This is an optimization exercise on Yosys and OpenROAD, whose aim is small area, not a production implementation. Function was checked by simulation only, so behaviour that the tests miss may differ from the original. Power and IR drop assume default switching activity.

==> flow/design.v (outline; a module is shown in full before it is edited, if it fits) <==
// module main: 178 lines
// module step: 156 lines
// module rooms: 51 lines
// module render: 95 lines
// module rooms_core: 478 lines
// module grundle_core: 571 lines
// module sword_core: 216 lines
module main(clk, vs_vga, hs_vga, RED, GREEN, BLUE, SWITCH, BUTTON);
  // ...
==> flow/run.sh <==
#!/bin/bash
# synth_recipe.tcl (not shown) runs the flow's synth.tcl, then flattens the netlist and writes it again
# the make line also repeats each setting of config.mk as NAME=value (left out here)
make -C /OpenROAD-flow-scripts/flow DESIGN_CONFIG=/design/flow/config.mk WORK_HOME=/design/flow/orfs CLKGATE_MAP_FILE= SYNTH_SCRIPT=/design/flow/synth_recipe.tcl finish
==> flow/config.mk <==
export PLATFORM = sky130hd
export DESIGN_NAME = main
export DESIGN_NICKNAME = main
export VERILOG_FILES = /design/flow/design.v
export SDC_FILE = /design/flow/constraint.sdc
export NUM_CORES = 4
export LEC_CHECK = 0
export CAP_MARGIN = 20
export CORE_MARGIN = 2
export CORE_UTILIZATION = 40
export CTS_BUF_LIST = sky130_fd_sc_hd__clkbuf_4 sky130_fd_sc_hd__clkbuf_8
export CTS_CLUSTER_DIAMETER = 100
export CTS_CLUSTER_SIZE = 30
export SLEW_MARGIN = 20
==> flow/constraint.sdc <==
create_clock -name core_clock -period 20.0 [get_ports {clk}]
set_input_delay 4.0000 -clock core_clock [delete_from_list [all_inputs] [get_ports {clk}]]
set_output_delay 4.0000 -clock core_clock [all_outputs]
set_load 0.01 [all_outputs]
==> flow_summary_export.csv, run 1 <==
group,metric,value,unit
cts,post-cts-setup-buffers,0,
placed_design,place.port_buffers,15,
setup_path,timing.rr.end,"ngX[9]$_SDFF_PP1_",
grt,grt_use_met2,39.11,%
synth,post_synth_inst_count,1364,
cts,cts_tree,"yes",
setup_path,cp_max_fo,10,
power_and_ir_drop,maxPowerGroup,"sequential cells",
run_status,status,"complete, no violations",
synth,synth.area.mux_share,0.7405,%
grt,top_usage_layer,"met2",
setup_path,critPathArrivalTime,9270,ps
placed_design,post-place-cells,1705,
synth,ys.flop_type,"dfxtp_1",
floorplanning,num_rows,61,
synth,synth-edff-count,0,
power_and_ir_drop,switching_share,28.27,%
route,vias_per_cell,5.859,
setup_path,r2r-start,"playerPosX[0]$_SDFF_PP0_",
sta,period_needed,8924,ps
placed_design,placed_cell_area,0.01172,mm^2
synth,synth_simple_gate_area_share,22.35,%
flow_run,drv_cap,0,
grt,grt_pass1_wl,54010,um
setup_path,critPathLaunch,"playerPosX[0]$_SDFF_PP0_",
setup_path,path_depth,29,
power_and_ir_drop,powerSeq,273,uW
sta,setup_viol,0,
cts,cts_hold_buf,0,
cells_and_area,largest_class,"multi-input gates",
cells_and_area,final_common_cell,"nand2_1",
sta,setup_slack,11080,ps
setup_path,critPathRequiredTime,20340,ps
cells_and_area,buffers,22,
==> run 2: changes to the inputs <==
--- a/flow/config.mk
+++ b/flow/config.mk
@@ -7,2 +7,3 @@
 export LEC_CHECK = 0
+export ABC_AREA = 1
 export CAP_MARGIN = 20
==> flow_summary_export.csv, run 2 <==
group,metric,value,unit
run_status,status,"complete, no violations",
setup_path,critPathTopFamily,"adder cells",
cells_and_area,mostFrequentLayoutCells,"inv_1 (270), nand2_1 (252), nor2_1 (155)",
setup_path,endpoint_kind,"flop",
sta,fin_crit_sh,45.87,%
route,ant_nets,0,
power_and_ir_drop,vdd_drop_max,0.00003307,V
synth,synth_area_leaders,"dfxtp_1 (24%), fa_1 (18%), inv_1 (9.2%), nand2_1 (8.6%), ha_1 (7.1%)",
sta,setup_viol,0,
setup_path,critPathKind,"flop to flop",
synth,synth-seq-area-share,23.56,%
cts,clock_sinks,129,
cells_and_area,final_common_cell,"inv_1",
placed_design,gp_congestion,0.9599,
route,via_count,9989,
setup_path,slowest_stage,"dfxtp_1",
cells_and_area,num_antenna_cells,0,
grt,globalRoute.totalOverflow,0,
worst_hold_path,hold_depth,0,
power_and_ir_drop,power_density,51.92,mW/mm^2
floorplanning,io_pins,19,
sta,clock.fmax,109.0,MHz
cts,cts_buffers,17,
synth,yosysTopAreaCell,"dfxtp_1",
cells_and_area,syn2layout_area_growth,7.387,%
cts,clkLatencyLatePin,470,ps
synth,yosysUniqueCellTypes,55,
setup_path,r2r_cells,27,
synth,post_synth_inst_count,1500,
cells_and_area,drive_above_1_share,5.654,%
floorplanning,core,0.02695,mm^2
route,dr.pass1.iters,5,
synth,synth_top_cell_area_share,23.56,%
floorplanning,initial_utilization,40.66,%
cts,cts-htree-levels,4,
setup_path,crit_buf_inv,2,
route,drtIter0Drc,922,
synth,synth_most_common_cell,"inv_1",
grt,first_global_vias,9674,
setup_path,cp_max_fo,9,
sta,period_needed,9174,ps
synth,synth_fp_nets,1668,
synth,yosys-top-cells-count,"inv_1 (270), nand2_1 (252), nor2_1 (155), dfxtp_1 (129), a21oi_1 (101)",
cts,post-cts-setup-buffers,0,
sta,finalMaxSlewViolations,0,
cts,cts_hold_buf,0,
setup_path,path_depth,27,
sta,finalHoldViolCount,0,
cts,path_clk_slew,90,ps
floorplanning,num_rows,60,
placed_design,place_hpwl,25650,um
setup_path,path_common_cell,"fa_1",
synth,synth.ff_latch_count,129,
sta,skew,23.75,ps
cts,cts_tree,"yes",
grt,grt_pass1_wl,52410,um
sta,tns,0,ps
floorplanning,dieWidth,169.5,um
sta,hold_ws,336.1,ps
sta,rsz0062_at_grt,"false",
route,wl_per_cell,17.41,um
cts,cts_root_buffer,"clkbuf_8",
cts,post_cts_resized,0,
synth,synth_area_per_cell,7.306,um^2
cells_and_area,nets,1676,
synth,synth-edff-count,0,
synth,synth_area,0.01096,mm^2
route,vias_per_cell,5.365,
route,route.detailed.drc,0,
setup_path,critPathLaunchType,"flop",
grt,antenna_found_initial,0,
synth,ys.flop_type,"dfxtp_1",
synth,async_flop_share,0,%
grt,grt_max_degree,63,
sta,slew-limit-headroom,43.17,%
setup_path,crit_path_max_incr_delay,580,ps
route,wirelength,32420,um
grt,grt_usage,23.49,%
sta,worst_slew_pin_slew,847.3,ps
setup_path,critPathArrivalTime,9530,ps
placed_design,place.port_buffers,15,
floorplanning,dieArea,0.02874,mm^2
flow_run,drv_cap,0,
cts,clock_path_buffers,2,
worst_hold_path,hold_class,"flop to flop",
floorplanning,die_height,169.5,um
synth,synth_warnings,3,
setup_path,critPathRequiredTime,20350,ps
power_and_ir_drop,p_leak,0.005573,uW
## run 2: changes by cell type after synthesis, sizes merged, moves of 12 or more
cell / delta
and3: -12
nand3: +50
nor2: +62
inv: +134
nand2: +124
xnor2: -12
o21ai: +32
nor2b: -34
clkbuf: -35
nand2b: -14
## run 2: per-layer routing
| layer | up-vias | track usage (%) | routed length (um) |
|---|---|---|---|
| met4 | 0 | 7.692 | 854 |
| met1 | 4656 | 33.51 | 15090 |
| met5 | - | 0 | 0 |
| li1 | 4890 | - | - |
| met3 | 62 | 2.775 | 1992 |
| met2 | 381 | 37.13 | 14480 |
## run 2: path summary, 6_finish.rpt
path	slack, ps	startpoint	endpoint
worst min register to register	340	mapStage[2]$_SDFF_PN0_	mapData[2]$_DFF_P_
worst max-delay path	10830	playerPosX[1]$_SDFF_PP0_	ngX[9]$_SDFF_PP1_
worst min-delay path	340	mapStage[2]$_SDFF_PN0_	mapData[2]$_DFF_P_
worst max register to register	10830	playerPosX[1]$_SDFF_PP0_	ngX[9]$_SDFF_PP1_
## run 2: cell type report
cell class                 count  area, um^2
clock buffer                  17       234.0
clock inverter                15       135.1
fill                        2730       15180
inverter                     277        1040
multi-input combinational   1065        7183
sequential                   129        2582
tap                          341       426.7
timing repair buffer          18       167.7
## run 2: cells by family (layout without fill, tap and decap cells)
group / after synthesis / after routing / synth area share [%]
flip-flops: 129 / 129 / 23.56
adder cells (fa/ha/maj): 159 / 159 / 24.80
XOR/XNOR: 16 / 16 / 1.279
buffers and inverters: 306 / 327 / 10.89
AND/OR/NAND/NOR: 610 / 610 / 24.41
AO/OA/AOI/OAI: 280 / 280 / 15.06
## run 2: stage by stage
step	area (um^2)	std cells	utilization [%]	worst slack [ps]	power, uW
2_1_floorplan	10960	1500	-	11510	355.9
3_5_place_dp	11400	1830	42.30	10810	389.2
5_1_grt	11770	1862	43.67	10350	643.5
4_1_cts	11770	1862	43.67	10810	614.7
6_report	11770	1862	43.67	10830	611.1
3_3_place_gp	11400	1830	42.30	10940	389.3
## run 2: worst register-to-register path, stage by stage (launching register included)
cell and delay (ps):
dfxtp_1 580, ha_1 300, inv_1 70, o21bai_1 70
fa_1 380, fa_1 390, fa_1 390, fa_1 390
fa_1 400, fa_1 390, fa_1 390, fa_1 430
nor3_1 210, nand3_1 210, nand3_1 190, inv_1 250
fa_1 500, fa_1 390, fa_1 390, fa_1 390
fa_1 390, fa_1 390, fa_1 390, fa_1 390
fa_1 390, xor2_1 180, a21oi_1 130, o21ai_0 100
## run 2: where the power goes
part | internal (uW) | total, uW | leakage, uW | switching (uW)
Sequential | 262 | 270 | 0.00105 | 7.08
Clock | 91.6 | 225 | 0.000186 | 134
Combinational | 38.8 | 116 | 0.00434 | 77.5
Total | 393 | 611 | 0.00557 | 218
==> run 3: changes to the inputs <==
--- a/flow/config.mk
+++ b/flow/config.mk
@@ -12,4 +12,4 @@
 export CTS_BUF_LIST = sky130_fd_sc_hd__clkbuf_4 sky130_fd_sc_hd__clkbuf_8
-export CTS_CLUSTER_DIAMETER = 100
-export CTS_CLUSTER_SIZE = 30
+export CTS_CLUSTER_DIAMETER = 60
+export CTS_CLUSTER_SIZE = 12
 export SLEW_MARGIN = 20
==> flow_summary_export.csv, run 3 <==
group,metric,value,unit
run_status,status,"complete, no violations",
sta,finalHoldViolCount,0,
placed_design,place_hpwl,25650,um
sta,setup_viol,0,
setup_path,crit_path_max_incr_delay,580,ps
sta,slew-limit-headroom,43.17,%
cts,cts_buffers,17,
power_and_ir_drop,power_density,51.92,mW/mm^2
cts,cts_root_buffer,"clkbuf_8",
floorplanning,dieArea,0.02874,mm^2
cts,cts_hold_buf,0,
setup_path,r2r-start,"playerPosX[1]$_SDFF_PP0_",
cts,cts-htree-levels,4,
setup_path,critPathLaunchType,"flop",
floorplanning,num_rows,60,
grt,grt_max_degree,63,
synth,post_synth_inst_count,1500,
route,dr.pass1.iters,5,
setup_path,path_common_cell,"fa_1",
cts,path_clk_slew,90,ps
sta,tns,0,ps
synth,yosysTopAreaCell,"dfxtp_1",
placed_design,gp_congestion,0.9599,
synth,synth_warnings,3,
route,ant_nets,0,
sta,clock.fmax,109.0,MHz
synth,synth-seq-area-share,23.56,%
setup_path,cp-endpoint,"ngX[9]$_SDFF_PP1_",
sta,period_needed,9174,ps
route,wl_per_cell,17.41,um
synth,yosysUniqueCellTypes,55,
synth,synth.ff_latch_count,129,
synth,synth_fp_nets,1668,
sta,finalMaxSlewViolations,0,
synth,synth_top_cell_area_share,23.56,%
floorplanning,dieWidth,169.5,um
route,vias_per_cell,5.365,
setup_path,endpoint_kind,"flop",
synth,yosys-top-cells-count,"inv_1 (270), nand2_1 (252), nor2_1 (155), dfxtp_1 (129), a21oi_1 (101)",
setup_path,critPathLaunch,"playerPosX[1]$_SDFF_PP0_",
power_and_ir_drop,vdd_drop_max,0.00003307,V
cts,clock_path_buffers,2,
setup_path,ff2ff_setup_slack,10830,ps
cts,clkLatencyLatePin,470,ps
setup_path,critPathKind,"flop to flop",
route,drtIter0Drc,922,
synth,synth_area_per_cell,7.306,um^2
cts,cts_tree,"yes",
sta,skew,23.75,ps
route,wl_met2,14480,um
grt,globalRoute.totalOverflow,0,
cells_and_area,syn2layout_area_growth,7.387,%
cells_and_area,layoutNonFillerInstCount,1862,
cells_and_area,mostFrequentLayoutCells,"inv_1 (270), nand2_1 (252), nor2_1 (155)",
synth,synth_most_common_cell,"inv_1",
setup_path,critPathArrivalTime,9530,ps
cts,post_cts_resized,0,
cells_and_area,nets,1676,
floorplanning,initial_utilization,40.66,%
flow_run,drv_cap,0,
route,wirelength,32420,um
sta,fin_crit_sh,45.87,%
synth,ys.flop_type,"dfxtp_1",
cells_and_area,num_antenna_cells,0,
route,topRoutingLayerUsed,"met4",
grt,first_global_vias,9674,
setup_path,r2r_cells,27,
floorplanning,die_height,169.5,um
synth,synth-edff-count,0,
cells_and_area,nFillCells,2730,
sta,worst_slew_pin_slew,847.3,ps
route,met1_length,15090,um
placed_design,post-place-cells,1830,
setup_path,crit_buf_inv,2,
floorplanning,core,0.02695,mm^2
route,route.detailed.drc,0,
synth,async_flop_share,0,%
grt,grt_pass1_wl,52410,um
power_and_ir_drop,p_leak,0.005573,uW
setup_path,critPathRequiredTime,20350,ps
setup_path,slowest_stage,"dfxtp_1",
cts,clock_sinks,129,
placed_design,place.port_buffers,15,
setup_path,critPathTopFamily,"adder cells",
route,routed-wl-met3,1992,um
synth,synth_area,0.01096,mm^2
grt,antenna_found_initial,0,
worst_hold_path,hold_class,"flop to flop",
cts,post-cts-setup-buffers,0,
power_and_ir_drop,fin_total_pwr,611.1,uW
cells_and_area,drive_above_1_share,5.654,%
setup_path,cp_max_fo,9,
route,via_count,9989,
sta,rsz0062_at_grt,"false",
setup_path,timing.rr.end,"ngX[9]$_SDFF_PP1_",
cells_and_area,final_common_cell,"inv_1",
floorplanning,io_pins,19,
synth,synth_area_leaders,"dfxtp_1 (24%), fa_1 (18%), inv_1 (9.2%), nand2_1 (8.6%), ha_1 (7.1%)",
setup_path,path_depth,27,
grt,grt_usage,23.49,%
[run 3: cell counts in the layout (fill, tap and decap cells not counted)]
Identical to the previous run, type by type.
[run 3: cell families (layout without fill, tap and decap cells)]
group | Yosys count | after routing | share of synthesized area (%)
adder cells (fa/ha/maj) | 159 | 159 | 24.80
AO/OA/AOI/OAI | 280 | 280 | 15.06
AND/OR/NAND/NOR | 610 | 610 | 24.41
buffers and inverters | 306 | 327 | 10.89
XOR/XNOR | 16 | 16 | 1.279
flip-flops | 129 | 129 | 23.56
[run 3: worst min-delay path by stage]
| stage | startpoint | endpoint | slack [ps] | cells past startpoint |
|---|---|---|---|---|
| global route | mapStage[7]$_SDFF_PN0_ | mapData[7]$_DFF_P_ | 340 | 0 |
| CTS | mapStage[2]$_SDFF_PN0_ | mapData[2]$_DFF_P_ | 330 | 0 |
| global placement | mapStage[6]$_SDFF_PN0_ | mapData[6]$_DFF_P_ | 310 | 0 |
| detailed placement | mapStage[2]$_SDFF_PN0_ | mapData[2]$_DFF_P_ | 310 | 0 |
| floorplan | mapStage[0]$_SDFF_PN0_ | mapData[0]$_DFF_P_ | 310 | 0 |
| finish | mapStage[2]$_SDFF_PN0_ | mapData[2]$_DFF_P_ | 340 | 0 |
[run 3: report_power, final]
part	internal [uW]	switching, uW	total, uW
Sequential	262	7.08	270
Clock	91.6	134	225
Combinational	38.8	77.5	116
Total	393	218	611
[run 3: routing by layer]
| layer | vias to the layer above | global-route usage [%] |
|---|---|---|
| met5 | - | 0 |
| met4 | 0 | 7.692 |
| met3 | 62 | 2.775 |
| met2 | 381 | 37.13 |
| met1 | 4656 | 33.51 |
| li1 | 4890 | - |
[run 3: final cells by class]
class | count | area (um^2) | area share [%]
Sequential cell | 129 | 2582 | 21.94
Tap cell | 341 | 426.7 | 3.625
Clock buffer | 17 | 234.0 | 1.988
Timing Repair Buffer | 18 | 167.7 | 1.425
Inverter | 277 | 1040 | 8.835
Multi-Input combinational cell | 1065 | 7183 | 61.04
Clock inverter | 15 | 135.1 | 1.148
[run 3: stage by stage]
step	setup WS, ps	hold slack (ps)	cell area (um^2)	utilization (%)
finish	10830	336.1	11770	43.67
global route	10350	340.8	11770	43.67
CTS	10810	334.1	11770	43.67
detailed placement	10810	312.8	11400	42.30
global placement	10940	311.3	11400	42.30
floorplan	11510	309.6	10960	-
==> run 4: changes to the inputs <==
==> flow/flow/run.sh (new file) <==
#!/bin/bash
# Layout flow: the standard synthesis, then the combinational logic
# between the standard synthesis's cells that are kept as they are (its
# registers with their names, its adder cells and tie cells) is optimised
# again with ABC (&deepsyn), then the standard layout from floorplan on.
# Each tool writes its full output to a log file in this folder.
set -e
LIB=$FLOW_HOME/platforms/$FLOW_PLATFORM/lib/sky130_fd_sc_hd__tt_025C_1v80.lib
YOSYS=$(command -v yosys || echo $FLOW_HOME/../tools/install/yosys/bin/yosys)
R=orfs/results/$FLOW_PLATFORM/main/base

bash standard.sh synth > run_synth.log 2>&1

cp $R/1_2_yosys.v reopt_in.v
python3 flow/cells2expr.py reopt_in.v reopt_conv.v $LIB > reopt_conv.log 2>&1
DONT_USE=$(grep -o 'cell *( *"\?sky130_fd_sc_hd__\(lpflow\|probe\)[a-z0-9_]*' $LIB | sed 's/.*(\s*"\?//' | sort -u | sed 's/^/-dont_use /' | tr '\n' ' ')
$YOSYS -l reopt_yosys.log -p "read_liberty -lib $LIB; read_verilog reopt_conv.v; hierarchy -top $FLOW_TOP; techmap; opt -fast; abc -script flow/deep.script -liberty $LIB $DONT_USE; opt_clean -purge; splitnets; opt_clean -purge; hilomap -singleton -hicell sky130_fd_sc_hd__conb_1 HI -locell sky130_fd_sc_hd__conb_1 LO; insbuf -buf sky130_fd_sc_hd__buf_4 A X; check -assert -mapped; tee -o reopt_stat.txt stat -liberty $LIB; write_verilog -noattr -nohex -nodec reopt_out.v" > /dev/null
cp reopt_out.v $R/1_2_yosys.v

bash standard.sh finish > run_finish.log 2>&1
==> flow/flow/cells2expr.py (new file) <==
#!/usr/bin/env python3
# Replace the combinational standard-cell instances of a mapped netlist with
# continuous assignments of the cell's logic function (from the liberty file).
# Flip-flops, adder cells and tie cells are kept as instances.
# usage: cells2expr.py IN.v OUT.v LIB
import re, sys
LIB = sys.argv[3]
def parse_lib():
    txt = open(LIB).read()
    cells = {}
    for m in re.finditer(r'cell\s*\(\s*"?(sky130_fd_sc_hd__\w+)"?\s*\)\s*\{', txt):
        name = m.group(1)
        start = m.end(); depth = 1; i = start
        while depth:
            c = txt[i]
            if c == '{': depth += 1
            elif c == '}': depth -= 1
            i += 1
        body = txt[start:i]
        outs = {}
        for pm in re.finditer(r'pin\s*\(\s*"?(\w+)"?\s*\)\s*\{', body):
            pn = pm.group(1)
            j = pm.end(); d = 1; k = j
            while d:
                c = body[k]
                if c == '{': d += 1
                elif c == '}': d -= 1
                k += 1
            pb = body[j:k]
            fm = re.search(r'function\s*:\s*"([^"]*)"', pb)
            dm = re.search(r'direction\s*:\s*"?(\w+)"?', pb)
            if fm and dm and dm.group(1) == 'output':
                outs[pn] = fm.group(1)
        cells[name] = outs
    return cells
def lib2v(f):
    # liberty: ! not, & or space and, | or + or, ^ xor, parentheses
    f = f.strip()
    f = re.sub(r'\)\s*\(', ') & (', f)
    f = re.sub(r'(\w|\))\s+(?=[\w(!])', r'\1 & ', f)
    f = f.replace('!', '~').replace('+', '|')
    return f
cells = parse_lib()
src = open(sys.argv[1]).read()
inst_re = re.compile(r'\n(\s*)(sky130_fd_sc_hd__\w+)\s+(\S+)\s*\((.*?)\);', re.S)
res = []; pos = 0; kept = 0; conv = 0
for m in inst_re.finditer(src):
    cell = m.group(2)
    outs = cells[cell]
    if not outs or 'dfxtp' in cell or '__df' in cell or '__fa_' in cell or '__ha_' in cell or 'conb' in cell:
        kept += 1
        continue
    res.append(src[pos:m.start()])
    pins = dict((k, v.strip()) for k, v in re.findall(r'\.(\w+)\(([^()]*)\)', m.group(4)))
    for op, fn in outs.items():
        if op not in pins:
            continue
        e = lib2v(fn)
        e = re.sub(r'\b([A-Za-z_]\w*)\b', lambda mm: '(' + pins[mm.group(1)] + ' )' if mm.group(1) in pins else mm.group(1), e)
        res.append("\n  assign " + pins[op] + " = " + e + ";")
    conv += 1
    pos = m.end()
res.append(src[pos:])
open(sys.argv[2], 'w').write(''.join(res))
print("kept", kept, "converted", conv)
==> flow/flow/deep.script (new file) <==
&get -n
&st
&deepsyn -T 240
&nf
&put
mfs2
&get -n
&st
&dch
&nf
&put
==> flow/standard.sh (new file) <==
#!/bin/bash
# synth_recipe.tcl (not shown) runs the flow's synth.tcl, then flattens the netlist and writes it again
# the make line also repeats each setting of config.mk as NAME=value (left out here)
make -C /OpenROAD-flow-scripts/flow DESIGN_CONFIG=/design/flow/config.mk WORK_HOME=/design/flow/orfs CLKGATE_MAP_FILE= SYNTH_SCRIPT=/design/flow/synth_recipe.tcl "${@:-finish}"
--- a/flow/config.mk
+++ b/flow/config.mk
@@ -12,4 +12,4 @@
 export CTS_BUF_LIST = sky130_fd_sc_hd__clkbuf_4 sky130_fd_sc_hd__clkbuf_8
-export CTS_CLUSTER_DIAMETER = 60
-export CTS_CLUSTER_SIZE = 12
+export CTS_CLUSTER_DIAMETER = 100
+export CTS_CLUSTER_SIZE = 30
 export SLEW_MARGIN = 20
removed: flow/run.sh
==> flow_summary_export.csv, run 4 <==
group,metric,value,unit
route,vias_per_cell,5.892,
floorplanning,dieArea,0.02705,mm^2
grt,first_global_vias,8786,
cts,clkLatencyLatePin,460,ps
cells_and_area,drive_above_1_share,3.038,%
setup_path,endpoint_kind,"flop",
cts,cts-htree-levels,4,
setup_path,critPathLaunchType,"flop",
route,route.detailed.drc,0,
sta,tns,0,ps
setup_path,critPathArrivalTime,9710,ps
synth,synth_fp_nets,1367,
cts,cts_buffers,17,
floorplanning,io_pins,19,
synth,synth_area,0.01030,mm^2
route,wirelength,30930,um
cells_and_area,final_common_cell,"clkinv_1",
route,drtIter0Drc,904,
power_and_ir_drop,power_density,49.74,mW/mm^2
worst_hold_path,hold_class,"flop to flop",
power_and_ir_drop,fin_total_pwr,562.5,uW
cells_and_area,nets,1406,
sta,rsz0062_at_grt,"false",
cts,clock_path_buffers,2,
floorplanning,dieWidth,164.5,um
cts,cts_root_buffer,"clkbuf_8",
sta,setup_viol,0,
sta,finalMaxSlewViolations,0,
power_and_ir_drop,p_leak,0.004223,uW
setup_path,critPathKind,"flop to flop",
cts,post_cts_resized,0,
placed_design,place.port_buffers,15,
synth,post_synth_inst_count,1199,
route,via_count,9315,
floorplanning,initial_utilization,40.79,%
synth,synth_area_per_cell,8.591,um^2
sta,finalHoldViolCount,0,
power_and_ir_drop,vdd_drop_max,0.00003088,V
synth,synth_warnings,3,
grt,grt_pass1_wl,49360,um
cells_and_area,mostFrequentLayoutCells,"clkinv_1 (138), dfxtp_1 (129), nor2_1 (107)",
sta,skew,21.18,ps
grt,grt_usage,23.67,%
cells_and_area,syn2layout_area_growth,9.790,%
placed_design,gp_congestion,0.9447,
flow_run,drv_cap,0,
setup_path,cp_max_fo,9,
sta,clock.fmax,106.8,MHz
sta,worst_slew_pin_slew,944.7,ps
grt,grt_max_degree,36,
route,dr.pass1.iters,5,
cts,path_clk_slew,100,ps
cts,post-cts-setup-buffers,0,
sta,slew-limit-headroom,36.78,%
floorplanning,die_height,164.5,um
cts,cts_tree,"yes",
floorplanning,core,0.02525,mm^2
cells_and_area,num_antenna_cells,0,
placed_design,place_hpwl,24120,um
sta,fin_crit_sh,46.81,%
floorplanning,num_rows,58,
cts,clock_sinks,129,
grt,antenna_found_initial,0,
route,ant_nets,0,
route,wl_per_cell,19.56,um
cts,cts_hold_buf,0,
grt,globalRoute.totalOverflow,0,
setup_path,critPathRequiredTime,20350,ps
sta,period_needed,9363,ps
run_status,status,"complete, no violations",
run 4: layout make-up:
type,instances,area (um^2)
Fill cell,2503,13940
Multi-Input combinational cell,932,7201
Sequential cell,129,2582
Inverter,138,518.0
Tap cell,330,412.9
Clock buffer,19,261.5
Timing Repair Buffer,20,182.7
Clock inverter,13,151.4
run 4: worst max-delay path, stage by stage, from the launching register on:
cell and delay, ps:
dfxtp_1 520, ha_1 300, a21o_1 170, fa_1 370
fa_1 390, fa_1 390, fa_1 380, fa_1 380
fa_1 380, fa_1 390, fa_1 440, nor4_1 310
nand3_1 160, nand3_1 170, clkinv_1 430, fa_1 580
fa_1 390, fa_1 400, fa_1 390, fa_1 390
fa_1 390, fa_1 390, fa_1 390, fa_1 380
xor2_1 160, a21oi_1 120, o21ai_0 90
run 4: routing by layer:
| layer | vias to the layer above | routed length (um) | global-route usage (%) |
|---|---|---|---|
| li1 | 4397 | - | - |
| met1 | 4490 | 14850 | 35.79 |
| met2 | 386 | 13440 | 35.32 |
| met3 | 42 | 2038 | 3.064 |
| met4 | 0 | 604 | 6.640 |
| met5 | - | 0 | 0 |
run 4: where the power goes:
group | switching, uW | leakage [uW] | internal, uW | total (uW)
combinational | 32.5 | 0.00298 | 20.3 | 52.8
sequential | 9.61 | 0.00105 | 263 | 273
clock | 117 | 0.000201 | 120 | 237
run 4: worst paths after layout:
check	start	endpoint	cells past startpoint	slack [ps]
worst max-delay path	playerPosX[1]$_SDFF_PP0_	ngX[9]$_SDFF_PP1_	26	10640
worst min-delay path	mapStage[4]$_SDFF_PN0_	mapData[4]$_DFF_P_	0	330
worst max register to register	playerPosX[1]$_SDFF_PP0_	ngX[9]$_SDFF_PP1_	26	10640
worst min register to register	mapStage[4]$_SDFF_PN0_	mapData[4]$_DFF_P_	0	330
run 4: stage by stage:
step	hold slack, ps	util, %	cells	cell area, um^2	setup slack, ps
floorplan	309.6	-	1199	10300	11200
global placement	310.6	43.15	1549	10900	10690
detailed placement	312.1	43.15	1549	10900	10540
CTS	327.9	44.78	1581	11310	10540
global route	334.2	44.78	1581	11310	10000
finish	327.5	44.78	1581	11310	10640
==> run 5: changes to the inputs <==
--- a/flow/flow/run.sh
+++ b/flow/flow/run.sh
@@ -4,3 +4,4 @@
 # registers with their names, its adder cells and tie cells) is optimised
-# again with ABC (&deepsyn), then the standard layout from floorplan on.
+# again with ABC (&deepsyn), then the standard layout from floorplan on,
+# with a clock tree built without dummy loads.
 # Each tool writes its full output to a log file in this folder.
@@ -19,2 +20,4 @@
 
+# Clock tree: the standard flow's settings from config.mk, without dummy loads.
+export CTS_ARGS="-sink_clustering_enable -repair_clock_nets -sink_clustering_size 30 -sink_clustering_max_diameter 100 -buf_list {sky130_fd_sc_hd__clkbuf_4 sky130_fd_sc_hd__clkbuf_8} -dont_use_dummy_load"
 bash standard.sh finish > run_finish.log 2>&1
==> flow/flow/deep.script (replaced) <==
&get -n
&st
&deepsyn -T 600
&nf
&put
mfs2
&get -n
&st
&dch
&nf
&put
==> flow_summary_export.csv, run 5 <==
group,metric,value,unit
run_status,status,"complete, no violations",
setup_path,critPathLaunchType,"flop",
setup_path,critPathTopFamily,"adder cells",
cells_and_area,design_area,0.01104,mm^2
grt,grt_pass1_wl,49960,um
cts,clkLatencyLatePin,460,ps
synth,synth_area_per_cell,8.532,um^2
setup_path,cp_max_fo,9,
synth,post_synth_inst_count,1193,
cts,cts-htree-levels,4,
sta,finalMaxSlewViolations,0,
route,wirelength,31490,um
sta,worst_slew_pin_slew,1040,ps
placed_design,placed_cell_area,0.01080,mm^2
grt,grt_max_degree,48,
floorplanning,initial_utilization,40.54,%
flow_run,drv_cap,0,
cells_and_area,drive_above_1_share,2.269,%
placed_design,post-place-cells,1547,
setup_path,path_common_cell,"fa_1",
setup_path,crit_path_max_incr_delay,570,ps
synth,synth_fp_nets,1361,
cts,cts_buffers,17,
cts,cts_tree,"yes",
cells_and_area,mostFrequentLayoutCells,"clkinv_1 (133), dfxtp_1 (129), nand2_1 (125)",
sta,period_needed,9315,ps
route,drtIter0Drc,1072,
cts,post_cts_resized,0,
power_and_ir_drop,power_density,44.29,mW/mm^2
placed_design,pre_cts_slack,10600,ps
setup_path,endpoint_kind,"flop",
cells_and_area,num_antenna_cells,0,
floorplanning,num_rows,58,
setup_path,slowest_stage,"fa_1",
power_and_ir_drop,switching_share,27.04,%
sta,skew,23.74,ps
floorplanning,dieWidth,163.5,um
route,route.detailed.drc,0,
cells_and_area,syn2layout_area_growth,8.494,%
setup_path,critPathArrivalTime,9670,ps
sta,tns,0,ps
placed_design,gp_congestion,0.9460,
power_and_ir_drop,p_leak,0.004139,uW
route,vias_per_cell,5.936,
power_and_ir_drop,vdd_drop_max,0.00003494,V
cts,clock_path_buffers,2,
cells_and_area,nets,1404,
setup_path,critPathRequiredTime,20350,ps
sta,clock.fmax,107.4,MHz
synth,synth_area,0.01018,mm^2
cells_and_area,final_util,43.98,%
setup_path,critPathKind,"flop to flop",
setup_path,crit_buf_inv,1,
power_and_ir_drop,internal_power,356.8,uW
sta,fin_crit_sh,46.58,%
synth,synth_warnings,3,
power_and_ir_drop,p_comb_share,9.8,%
route,ant_nets,0,
route,wl_per_cell,20.13,um
route,via_count,9284,
grt,grt_usage,24.28,%
grt,antenna_found_initial,0,
cts,post-cts-setup-buffers,0,
worst_hold_path,hold_class,"flop to flop",
floorplanning,dieArea,0.02674,mm^2
power_and_ir_drop,clockPowerShare,34.6,%
grt,first_global_vias,8939,
sta,rsz0062_at_grt,"false",
sta,setup_viol,0,
cells_and_area,final_common_cell,"clkinv_1",
sta,finalHoldViolCount,0,
sta,setup_slack,10680,ps
floorplanning,io_pins,19,
grt,globalRoute.totalOverflow,0,
sta,slew-limit-headroom,30.11,%
cts,cts_hold_buf,0,
power_and_ir_drop,pwr-share-seq,55.6,%
cts,clock_sinks,129,
floorplanning,core,0.02511,mm^2
placed_design,place_hpwl,24440,um
cts,cts_root_buffer,"clkbuf_8",
floorplanning,die_height,163.5,um
cts,path_clk_slew,80,ps
placed_design,place.port_buffers,15,
cells_and_area,layoutNonFillerInstCount,1564,
route,dr.pass1.iters,6,
power_and_ir_drop,p_sw,132.2,uW
==> run 5: cell types whose count changed in the layout (fill, tap and decap cells not counted), moves of 5 or more <==
cell / previous run / this run
nand2_1: 102 / 125
nor2_1: 107 / 93
nor3_1: 35 / 45
nand3_1: 54 / 45
o211ai_1: 10 / 4
a31oi_1: 17 / 22
clkinv_1: 138 / 133
nor2b_1: 26 / 31
==> run 5: path summary, 6_finish.rpt <==
| check | cells past startpoint | startpoint | slack, ps | end |
|---|---|---|---|---|
| hold / removal | 0 | mapStage[0]$_SDFF_PN0_ | 310 | mapData[0]$_DFF_P_ |
| hold reg to reg | 0 | mapStage[0]$_SDFF_PN0_ | 310 | mapData[0]$_DFF_P_ |
| setup reg to reg | 26 | playerPosX[1]$_SDFF_PP0_ | 10680 | ngX[9]$_SDFF_PP1_ |
| setup / recovery | 26 | playerPosX[1]$_SDFF_PP0_ | 10680 | ngX[9]$_SDFF_PP1_ |
==> run 5: layer usage <==
metal,vias up,wire (um),global-route usage [%],part of all wire [%]
met5,-,0,0,0
met4,0,891,7.895,2.8
met3,57,1896,3.580,6.0
met2,365,14620,39.74,46
met1,4525,14080,33.02,45
li1,4337,-,-,-
==> run 5: area by class of cell <==
class                      instances  area, um^2
clock buffer                      17       234.0
fill                            2578       14070
inverter                         133       499.2
multi-input combinational        931        7102
sequential                       129        2582
tap                              330       412.9
timing repair buffer              24       212.7
==> run 5: power by group through the flow <==
stage / combinational (uW) / clock, uW / sequential, uW
floorplan: 29.7 / 0 / 276
global placement: 47.3 / 0 / 278
detailed placement: 48.0 / 0 / 278
CTS: 48.3 / 174 / 272
global route: 54.1 / 184 / 273
finish: 48.1 / 169 / 272
==> run 5: worst reg2reg max path: cells and delay by family, from the launching register on <==
kind	cells	cell delay (ps)
compound gates	3	380
xor+xnor	1	170
fa+ha+maj	18	7160
buf+inv	1	410
flops	1	490
simple gates	3	620
==> run 5: stage by stage <==
stage	power (uW)	hold slack (ps)
after floorplan	305.4	309.6
after global placement	325.0	309.7
after detailed placement	325.6	312.1
after CTS	494.0	309.3
after global routing	511.1	324.1
final	489.1	309.8
==> run 6: changes to the inputs <==
==> flow/flow/deep.script (replaced) <==
&get -n
&st
&deepsyn -T 240
&nf
&put
mfs2
&get -n
&st
&dch
&nf
&put
==> flow_summary_export.csv, run 6 <==
group,metric,value,unit
power_and_ir_drop,pwr-share-seq,55.4,%
sta,period_needed,9426,ps
cts,clkLatencyLatePin,460,ps
cts,cts_hold_buf,0,
floorplanning,io_pins,19,
floorplanning,initial_utilization,40.79,%
floorplanning,dieWidth,164.5,um
power_and_ir_drop,p_sw,134.3,uW
sta,worst_slew_pin_slew,1005,ps
cts,cts_root_buffer,"clkbuf_8",
power_and_ir_drop,power_density,44.25,mW/mm^2
floorplanning,dieArea,0.02705,mm^2
cts,clock_sinks,129,
cts,path_clk_slew,90,ps
placed_design,place_hpwl,24120,um
cells_and_area,nets,1406,
grt,antenna_found_initial,0,
setup_path,timing.rr.end,"ngX[9]$_SDFF_PP1_",
setup_path,r2r-start,"playerPosX[1]$_SDFF_PP0_",
grt,grt_max_degree,36,
cts,cts_tree,"yes",
setup_path,cp_max_fo,9,
cells_and_area,drive_above_1_share,1.861,%
cts,post-cts-setup-buffers,0,
power_and_ir_drop,internal_power,358.2,uW
setup_path,critPathLaunchType,"flop",
power_and_ir_drop,switching_share,27.27,%
power_and_ir_drop,p_comb_share,10.7,%
sta,setup_viol,0,
route,dr.pass1.iters,6,
setup_path,critPathRequiredTime,20350,ps
grt,grt_pass1_wl,49160,um
setup_path,cp-endpoint,"ngX[9]$_SDFF_PP1_",
synth,synth_fp_nets,1367,
route,wl_per_cell,19.82,um
floorplanning,die_height,164.5,um
floorplanning,core,0.02525,mm^2
worst_hold_path,hold_class,"flop to flop",
synth,post_synth_inst_count,1199,
sta,clock.fmax,106.1,MHz
cells_and_area,nFillCells,2515,
route,route.detailed.drc,0,
grt,grt_usage,23.61,%
grt,first_global_vias,8758,
setup_path,critPathArrivalTime,9770,ps
route,ant_nets,0,
grt,globalRoute.totalOverflow,0,
flow_run,drv_cap,0,
setup_path,critPathLaunch,"playerPosX[1]$_SDFF_PP0_",
sta,tns,0,ps
sta,finalHoldViolCount,0,
cts,clock_path_buffers,2,
synth,synth_warnings,3,
setup_path,r2r_cells,26,
floorplanning,num_rows,58,
cts,post_cts_resized,0,
power_and_ir_drop,clockPowerShare,33.9,%
sta,skew,34.48,ps
run_status,status,"complete, no violations",
setup_path,endpoint_kind,"flop",
placed_design,gp_congestion,0.9447,
route,drtIter0Drc,904,
cells_and_area,final_util,44.07,%
sta,fin_crit_sh,47.13,%
route,via_count,9307,
synth,synth_area_per_cell,8.591,um^2
placed_design,place.port_buffers,15,
route,vias_per_cell,5.943,
sta,finalMaxSlewViolations,0,
cells_and_area,syn2layout_area_growth,8.053,%
route,wirelength,31040,um
power_and_ir_drop,vdd_drop_max,0.00003020,V
setup_path,critPathKind,"flop to flop",
power_and_ir_drop,p_leak,0.004144,uW
sta,rsz0062_at_grt,"false",
cts,cts-htree-levels,4,
cells_and_area,num_antenna_cells,0,
cts,cts_buffers,17,
cells_and_area,mostFrequentLayoutCells,"clkinv_1 (138), dfxtp_1 (129), nor2_1 (107)",
worst_hold_path,min_from,"mapStage[4]$_SDFF_PN0_",
cells_and_area,final_common_cell,"clkinv_1",
setup_path,ff2ff_setup_slack,10570,ps
sta,slew-limit-headroom,32.29,%
synth,synth_area,0.01030,mm^2
run 6: changes by cell type in the layout (fill, tap and decap cells not counted), moves of 5 or more:
cell / change
a31oi_1: -5
clkinv_1: +5
nand2_1: -23
nand3_1: +9
nor2_1: +14
nor2b_1: -5
nor3_1: -10
o211ai_1: +6
run 6: worst min-delay path by stage:
stage	to	cells past startpoint
floorplan	mapData[0]$_DFF_P_	0
global placement	mapData[1]$_DFF_P_	0
detailed placement	mapData[4]$_DFF_P_	0
CTS	mapData[4]$_DFF_P_	0
global route	mapData[4]$_DFF_P_	0
finish	mapData[4]$_DFF_P_	0
run 6: layer usage:
layer | part of all wire [%] | GRT usage, %
met5 | 0 | 0
met4 | 2.1 | 6.561
met3 | 7.7 | 3.466
met2 | 43 | 35.26
met1 | 47 | 35.46
run 6: power by group through the flow:
stage	registers (uW)	clock network, uW	logic [uW]
after CTS	273	170	52.6
after global placement	278	0	52.1
after detailed placement	278	0	52.0
after floorplan	276	0	32.6
final	273	167	52.9
after global routing	274	179	58.6
run 6: critical path: stages, from the launching register on:
cell      delay [ps]
dfxtp_1          530
ha_1             300
a21o_1           170
fa_1             370
fa_1             390
fa_1             390
fa_1             380
fa_1             380
fa_1             380
fa_1             390
fa_1             440
nor4_1           320
nand3_1          170
nand3_1          180
clkinv_1         430
fa_1             590
fa_1             390
fa_1             400
fa_1             390
fa_1             390
fa_1             390
fa_1             390
fa_1             390
fa_1             380
xor2_1           160
a21oi_1          120
o21ai_0           90
run 6: cell type report:
| type | instances | area, um^2 | share of cell area, % |
|---|---|---|---|
| flip-flops and latches | 129 | 2582 | 23.20 |
| well taps | 330 | 412.9 | 3.710 |
| clock buffers | 17 | 234.0 | 2.102 |
| repair buffers | 20 | 182.7 | 1.641 |
| inverters | 138 | 518.0 | 4.654 |
| multi-input cells | 932 | 7201 | 64.69 |
run 6: per-stage QoR:
stage / worst slack [ps] / power [uW] / cell area (um^2) / std cells / hold slack [ps]
after floorplan: 11200 / 308.9 / 10300 / 1199 / 309.6
after global placement: 10690 / 330.2 / 10900 / 1549 / 310.6
after detailed placement: 10540 / 330.4 / 10900 / 1549 / 312.1
after CTS: 10530 / 495.6 / 11130 / 1566 / 317.1
after global routing: 9994 / 511.4 / 11130 / 1566 / 325.0
final: 10570 / 492.5 / 11130 / 1566 / 317.5
==> run 7: changes to the inputs <==
==> flow/flow/deep.script (replaced) <==
&get -n
&st
&deepsyn -T 1000
&nf
&put
mfs2
&get -n
&st
&dch
&nf
&put
==> flow_summary_export.csv, run 7 <==
group,metric,value,unit
synth,synth_fp_nets,1351,
cells_and_area,multi_input_area,0.007118,mm^2
sta,clock.fmax,106.4,MHz
flow_run,drv_cap,0,
sta,tns,0,ps
route,ant_nets,0,
setup_path,critPathLaunchType,"flop",
synth,post_synth_inst_count,1183,
sta,worst_slew_pin_slew,1093,ps
sta,hold_ws,320.5,ps
placed_design,place_hpwl,24310,um
cells_and_area,design_area,0.01108,mm^2
setup_path,critPathRequiredTime,20330,ps
floorplanning,die_height,163.8,um
cells_and_area,num_antenna_cells,0,
route,dr.pass1.iters,5,
floorplanning,dieArea,0.02683,mm^2
cells_and_area,seq_area,0.002582,mm^2
cts,clkLatencyLatePin,460,ps
power_and_ir_drop,fin_total_pwr,492.6,uW
cells_and_area,syn2layout_area_growth,8.489,%
setup_path,endpoint_kind,"flop",
power_and_ir_drop,power_density,44.45,mW/mm^2
cts,cts_tree,"yes",
sta,setup_viol,0,
grt,grt_pass1_wl,50580,um
power_and_ir_drop,vdd_drop_max,0.00002883,V
cts,post-cts-setup-buffers,0,
run_status,status,"complete, no violations",
sta,fin_crit_sh,47.01,%
cts,cts_buffers,17,
cells_and_area,mostFrequentLayoutCells,"clkinv_1 (139), dfxtp_1 (129), nand2_1 (111)",
synth,synth_area,0.01021,mm^2
sta,slew-limit-headroom,26.84,%
route,drtIter0Drc,834,
setup_path,critPathKind,"flop to flop",
placed_design,place.port_buffers,15,
sta,finalMaxSlewViolations,0,
cts,clock_path_buffers,2,
floorplanning,io_pins,19,
sta,finalHoldViolCount,0,
grt,antenna_found_initial,0,
cts,cts_hold_buf,0,
route,wl_per_cell,20.24,um
synth,synth_warnings,3,
floorplanning,num_rows,58,
placed_design,gp_congestion,0.9420,
floorplanning,core,0.02511,mm^2
sta,skew,39.50,ps
setup_path,critPathArrivalTime,9730,ps
power_and_ir_drop,p_leak,0.004156,uW
sta,rsz0062_at_grt,"false",
sta,period_needed,9401,ps
route,route.detailed.drc,0,
floorplanning,initial_utilization,40.68,%
floorplanning,dieWidth,163.8,um
route,vias_per_cell,5.985,
cts,post_cts_resized,0,
cells_and_area,nets,1394,
cts,cts_root_buffer,"clkbuf_8",
cells_and_area,drive_above_1_share,2.288,%
route,wirelength,31460,um
cells_and_area,final_util,44.13,%
setup_path,cp_max_fo,9,
cts,clock_sinks,129,
route,via_count,9301,
synth,synth_area_per_cell,8.635,um^2
grt,globalRoute.totalOverflow,0,
cts,path_clk_slew,80,ps
placed_design,placed_cell_area,0.01084,mm^2
grt,first_global_vias,9163,
grt,grt_usage,24.43,%
cts,cts-htree-levels,4,
cells_and_area,nFillCells,2549,
cells_and_area,final_common_cell,"clkinv_1",
grt,grt_max_degree,52,
worst_hold_path,hold_class,"flop to flop",
[run 7: worst paths after layout]
| path | startpoint | to | slack (ps) | cells after the start |
|---|---|---|---|---|
| min reg2reg | mapStage[6]$_SDFF_PN0_ | mapData[6]$_DFF_P_ | 320 | 0 |
| max reg2reg | playerPosX[1]$_SDFF_PP0_ | ngX[9]$_SDFF_PP1_ | 10600 | 26 |
| min | mapStage[6]$_SDFF_PN0_ | mapData[6]$_DFF_P_ | 320 | 0 |
| max | playerPosX[1]$_SDFF_PP0_ | ngX[9]$_SDFF_PP1_ | 10600 | 26 |
[run 7: power breakdown]
part | switching [uW] | internal, uW | total (uW) | leakage (uW)
logic | 30.1 | 20.7 | 50.8 | 0.00299
clock network | 93.7 | 74.6 | 168 | 0.000122
registers | 10.3 | 263 | 273 | 0.00105
[run 7: per-layer routing]
layer | up-vias | wire, um | track usage (%)
met5 | - | 0 | 0
li1 | 4362 | - | -
met4 | 0 | 1197 | 9.091
met3 | 92 | 1932 | 3.687
met2 | 397 | 14950 | 41.46
met1 | 4450 | 13380 | 31.49
[run 7: final cells by class]
class                      instances  area share (%)
clock buffer                      17           2.111
multi-input combinational        915           64.23
inverter                         139           4.708
sequential                       129           23.30
tap                              330           3.726
timing repair buffer              24           1.919
[run 7: through the flow]
| step | worst slack, ps | std cells |
|---|---|---|
| after floorplan | 11170 | 1183 |
| after global placement | 10550 | 1537 |
| after detailed placement | 10510 | 1537 |
| after CTS | 10490 | 1554 |
| after global routing | 10120 | 1554 |
| final | 10600 | 1554 |
[run 7: critical path: stages (launching register included)]
cell      delay, ps
dfxtp_1         610
ha_1            320
a21o_1          170
fa_1            370
fa_1            390
fa_1            390
fa_1            380
fa_1            390
fa_1            390
fa_1            400
fa_1            430
nor4_1          290
nand3_1         160
nand3_1         150
clkinv_1        400
fa_1            570
fa_1            380
fa_1            390
fa_1            390
fa_1            380
fa_1            390
fa_1            380
fa_1            390
fa_1            390
xor2_1          160
a21oi_1         110
o21ai_0          90

separate check: timing with driven ports:
In the flow no input, the clock included, has a driving cell. The finished layouts below were timed again as built, in two steps. Step 1, drivers: a clkbuf_16 drives clk and a buf_2 each remaining input, both assumed. Step 2 times the ports against the registers' clock, not the clock port: input delays grow and output delays shrink by t, the midpoint of the rising clock arrivals with the driver on. a / b / c = ideal / step 1 / step 2; a / b = the first two.
| run | t (ns) | setup slack, ns | worst hold slack (ns) | worst slew at a driven data input, ns |
|---|---|---|---|---|
| run 1 | 0.502 | 11.076 / 11.076 / 11.076 | 0.330 / 0.330 / 0.330 | 0.04 |
| run 2 | 0.506 | 10.826 / 10.826 / 10.826 | 0.336 / 0.336 / 0.336 | 0.03 |
| run 3 | 0.506 | 10.826 / 10.826 / 10.826 | 0.336 / 0.336 / 0.336 | 0.03 |
| run 4 | 0.490 | 10.637 / 10.637 / 10.637 | 0.328 / 0.328 / 0.328 | 0.03 |
| run 5 | 0.490 | 10.685 / 10.685 / 10.685 | 0.310 / 0.310 / 0.310 | 0.03 |
| run 6 | 0.488 | 10.574 / 10.574 / 10.574 | 0.318 / 0.318 / 0.318 | 0.03 |
| run 7 | 0.486 | 10.599 / 10.599 / 10.599 | 0.321 / 0.321 / 0.321 | 0.03 |
After both steps every run listed still meets setup and hold.
